This design comes from an exercise in tuning for small area, a short achievable clock period and few clock cycles on the open sky130 flow, not from production work.

==> inputs of violet <==
==> flow/design.v <==
module div_fp64(
	input         clock,
	input         reset,
	input         valid_in,
	input  [2:0]  rm,
	input  [63:0] dividend,
	input  [63:0] divisor,
	output        valid_out,
	output [63:0] quotient,
	output        nv,
	output        dz,
	output        of,
	output        uf,
	output        nx
);
localparam S_IDLE  = 3'd0;
localparam S_NORM  = 3'd1;
localparam S_ITER  = 3'd2;
localparam S_SHIFT = 3'd3;
localparam S_FINAL = 3'd4;
wire [10:0] ea = dividend[62:52];
wire [10:0] eb = divisor[62:52];
wire [51:0] fa = dividend[51:0];
wire [51:0] fb = divisor[51:0];
wire a_ez = ~|ea;
wire b_ez = ~|eb;
wire a_eo = &ea;
wire b_eo = &eb;
wire a_fz = ~|fa;
wire b_fz = ~|fb;
wire a_zero = a_ez & a_fz;
wire b_zero = b_ez & b_fz;
wire a_inf  = a_eo & a_fz;
wire b_inf  = b_eo & b_fz;
wire a_nan  = a_eo & ~a_fz;
wire b_nan  = b_eo & ~b_fz;
wire a_snan = a_nan & ~fa[51];
wire b_snan = b_nan & ~fb[51];
wire zero_res = (a_zero & ~b_zero & ~b_nan) | (~a_eo & b_inf);
wire inf_res  = (a_inf & ~b_eo) | (~a_eo & ~a_zero & b_zero);
wire nan_res  = a_nan | b_nan | (a_zero & b_zero) | (a_inf & b_inf);
wire special  = zero_res | inf_res | nan_res;
wire sign     = dividend[63] ^ divisor[63];
wire [52:0] xa = {~a_ez, fa};
wire [52:0] xb = {~b_ez, fb};
wire [12:0] e0 = {2'b0, ea[10:1], ea[0] | a_ez} - {2'b0, eb[10:1], eb[0] | b_ez} + 13'd1077;
reg  [2:0]  state;
reg         vout;
reg  [54:0] R;       
reg  [52:0] D;       
reg  [63:0] Q;       
reg  [12:0] E;       
reg         zf;      
reg         st;      
reg         after_iter;
reg         nv_r, dz_r, of_r, uf_r, nx_r;
wire        c1 = R[54];                          
wire [53:0] s1 = R[53:0] + (c1 ? {1'b0, D} : ~{1'b0, D}) + {53'b0, ~c1};
wire        c2 = s1[53];
wire [53:0] a2 = {s1[52:0], 1'b0};
wire [53:0] s2 = a2 + (c2 ? {1'b0, D} : ~{1'b0, D}) + {53'b0, ~c2};
wire        b1 = ~s1[53];
wire        b2 = ~s2[53];
wire [55:0] q_it  = {Q[53:0], b1, b2};
wire        stop  = Q[52] | Q[51];
wire [12:0] e_m2  = E - 13'd2;
wire [12:0] e_p1  = E + 13'd1;
wire        r_zero = ~|R;
wire        s1_zero = ~|s1;
wire        rb   = Q[0];
wire        lsb  = Q[1];
wire        exact = zf | (after_iter & r_zero);
wire        stk  = st | ~exact;
wire        inx  = rb | stk;
reg         up;
always @(*) begin
	case (rm)
		3'd0: up = rb & (stk | lsb);
		3'd1: up = 1'b0;
		3'd2: up = sign & inx;
		3'd3: up = ~sign & inx;
		3'd4: up = rb;
		default: up = 1'b0;
	endcase
end
wire [10:0] ef   = Q[53] ? E[10:0] : 11'd0;
wire [62:0] sum  = {ef, Q[52:1]} + {62'b0, up};
wire        ovf  = (~E[12] & (E[11] | (&E[10:0]))) | (&sum[62:52]);
wire        unf  = ~|sum[62:52];
wire [50:0] payload = a_nan ? fa[50:0] : (b_nan ? fb[50:0] : 51'd1);
wire [63:0] res_special = {sign, (zero_res ? 11'd0 : 11'h7ff),
                           (nan_res ? {~(a_snan | b_snan), payload} : 52'd0)};
wire [63:0] res_normal  = ovf ? {sign, 11'h7ff, 52'd0} : {sign, sum};
wire        spec_now = zero_res | inf_res | nan_res;
always @(posedge clock or posedge reset) begin
	if (reset) begin
		state <= S_IDLE;
		vout  <= 1'b0;
	end else begin
		vout <= (state == S_FINAL);
		case (state)
			S_IDLE:  if (valid_in) state <= special ? S_FINAL : (xb[52] ? S_ITER : S_NORM);
			S_NORM:  if (D[51]) state <= S_ITER;
			S_ITER:  if (stop) state <= (Q[52] | $signed(e_m2) < 1) ? S_SHIFT : S_FINAL;
			S_SHIFT: if (!($signed(e_p1) < 1) || $signed(E) < -64) state <= S_FINAL;
			default: state <= S_IDLE;
		endcase
	end
end
always @(posedge clock) begin
	after_iter <= (state == S_ITER);
	R <= (state == S_ITER) ? {s2, 1'b0} : {2'b0, xa};
	case (state)
		S_IDLE: begin
			D  <= xb;
			Q  <= 64'd0;
			E  <= e0;
			zf <= 1'b0;
			st <= 1'b0;
		end
		S_NORM: begin
			D <= {D[51:0], 1'b0};
			E <= e_p1;
		end
		S_ITER: begin
			Q[55:0] <= q_it;
			E  <= e_m2;
			zf <= zf | s1_zero | r_zero;
		end
		S_SHIFT: begin
			zf <= exact;
			if ($signed(E) < -64) begin
				Q  <= 64'd0;
				E  <= 13'd1;
				st <= 1'b1;
			end else begin
				Q[55:0] <= {1'b0, Q[55:1]};
				E  <= e_p1;
				st <= st | Q[0];
			end
		end
		S_FINAL: begin
			Q    <= spec_now ? res_special : res_normal;
			nv_r <= nan_res;
			dz_r <= ~a_eo & ~a_zero & b_zero;
			of_r <= ~spec_now & ovf;
			uf_r <= ~spec_now & ~ovf & unf & inx;
			nx_r <= ~spec_now & (ovf | inx);
		end
		default: ;
	endcase
end
assign valid_out = vout;
assign quotient  = Q;
assign nv = nv_r;
assign dz = dz_r;
assign of = of_r;
assign uf = uf_r;
assign nx = nx_r;
endmodule
==> flow/run.sh <==
#!/bin/bash
# synth_recipe.tcl (not shown) runs the flow's synth.tcl, then flattens the netlist and writes it again
# the make line also repeats each setting of config.mk as NAME=value (left out here)
make -C /OpenROAD-flow-scripts/flow DESIGN_CONFIG=/design/flow/config.mk WORK_HOME=/design/flow/orfs CLKGATE_MAP_FILE= SYNTH_SCRIPT=/design/flow/synth_recipe.tcl finish
==> flow/config.mk <==
export PLATFORM = sky130hd
export DESIGN_NAME = div_fp64
export DESIGN_NICKNAME = div_fp64
export VERILOG_FILES = /design/flow/design.v
export SDC_FILE = /design/flow/constraint.sdc
export NUM_CORES = 8
export LEC_CHECK = 0
export CAP_MARGIN = 20
export CORE_MARGIN = 2
export CORE_UTILIZATION = 40
export SETUP_SLACK_MARGIN = 5
export SLEW_MARGIN = 20
==> flow/constraint.sdc <==
create_clock -name core_clock -period 11.0 [get_ports {clock}]
set_input_delay 2.2000 -clock core_clock [delete_from_list [all_inputs] [get_ports {clock}]]
set_output_delay 2.2000 -clock core_clock [all_outputs]
set_load 0.01 [all_outputs]
==> raven: changes against violet <==
- SETUP_SLACK_MARGIN: 5 -> 0.2
==> summary of the runs <==
- Between violet and raven, the lower via count is in raven (gap 3.8%, measured against raven).
- Maximum frequency: raven is smaller than violet (15%).
- Core utilization: raven is lower than violet (4.0 points).
- raven went through all stages and came out clean. violet passed the timing, design-rule and antenna checks.
- Of raven and violet, violet has the higher first-iteration DRC count (gap about 10%, measured against violet).
==> figures <==
metric	violet	raven
Met3 Track Usage GR	4.509%	3.187%
Ratio of layout area to synthesized area	1.2615x	1.1612x
Reg-to-reg slack, setup	4.36 ns	3.16 ns
Area after detailed placement	21,600 µm²	21,620 µm²
Fin Hold WS	0.6230 ns	0.6172 ns
Layout fillers	4,493	4,679
R2R depth	26	25
Vias per std cell	6.339	6.299
Hold Path End	Q[53]	Q[54]
DP Wirelength	58,640 µm	58,600 µm
Total wire length after detailed routing	78,620 µm	74,440 µm
Post-Layout Inst Area	24,090 µm²	22,180 µm²
Number of post-CTS setup repair buffers	54	0
Status	no timing/DRC/antenna violations	no timing/DRC/antenna violations
No run of this note included a check of the RTL's function; only the layout flow was run.

## afterwards: timing with drivers on the ports
How much do the figures lean on ideal ports? The routed layouts below were timed once more, with nothing changed but the port constraints.
Step 1: set_driving_cell puts a clkbuf_16 on clock and a buf_2 on each other input, an assumption about the parent block.
Step 2 times the ports against the registers' clock, not the clock port: input delays grow and output delays shrink by t, the midpoint of the rising clock arrivals with the driver on.
a / b / c = ideal / step 1 / step 2; a / b = the first two.
run	t (ns)	setup slack, ns	hold slack, ns	worst setup path at the end	slew at the worst register clock pin (ns)
violet	0.534	4.363 / 4.363 / 4.363	0.623 / 0.623 / 0.623	register to register	0.09 / 0.09
raven	0.524	3.156 / 3.156 / 2.826	0.617 / 0.617 / 0.617	input to register	0.09 / 0.09
After both steps every run listed still meets setup and hold. For raven, which loses most, drivers alone change the setup slack by 0.000 ns; drivers and shift together by -0.330 ns.
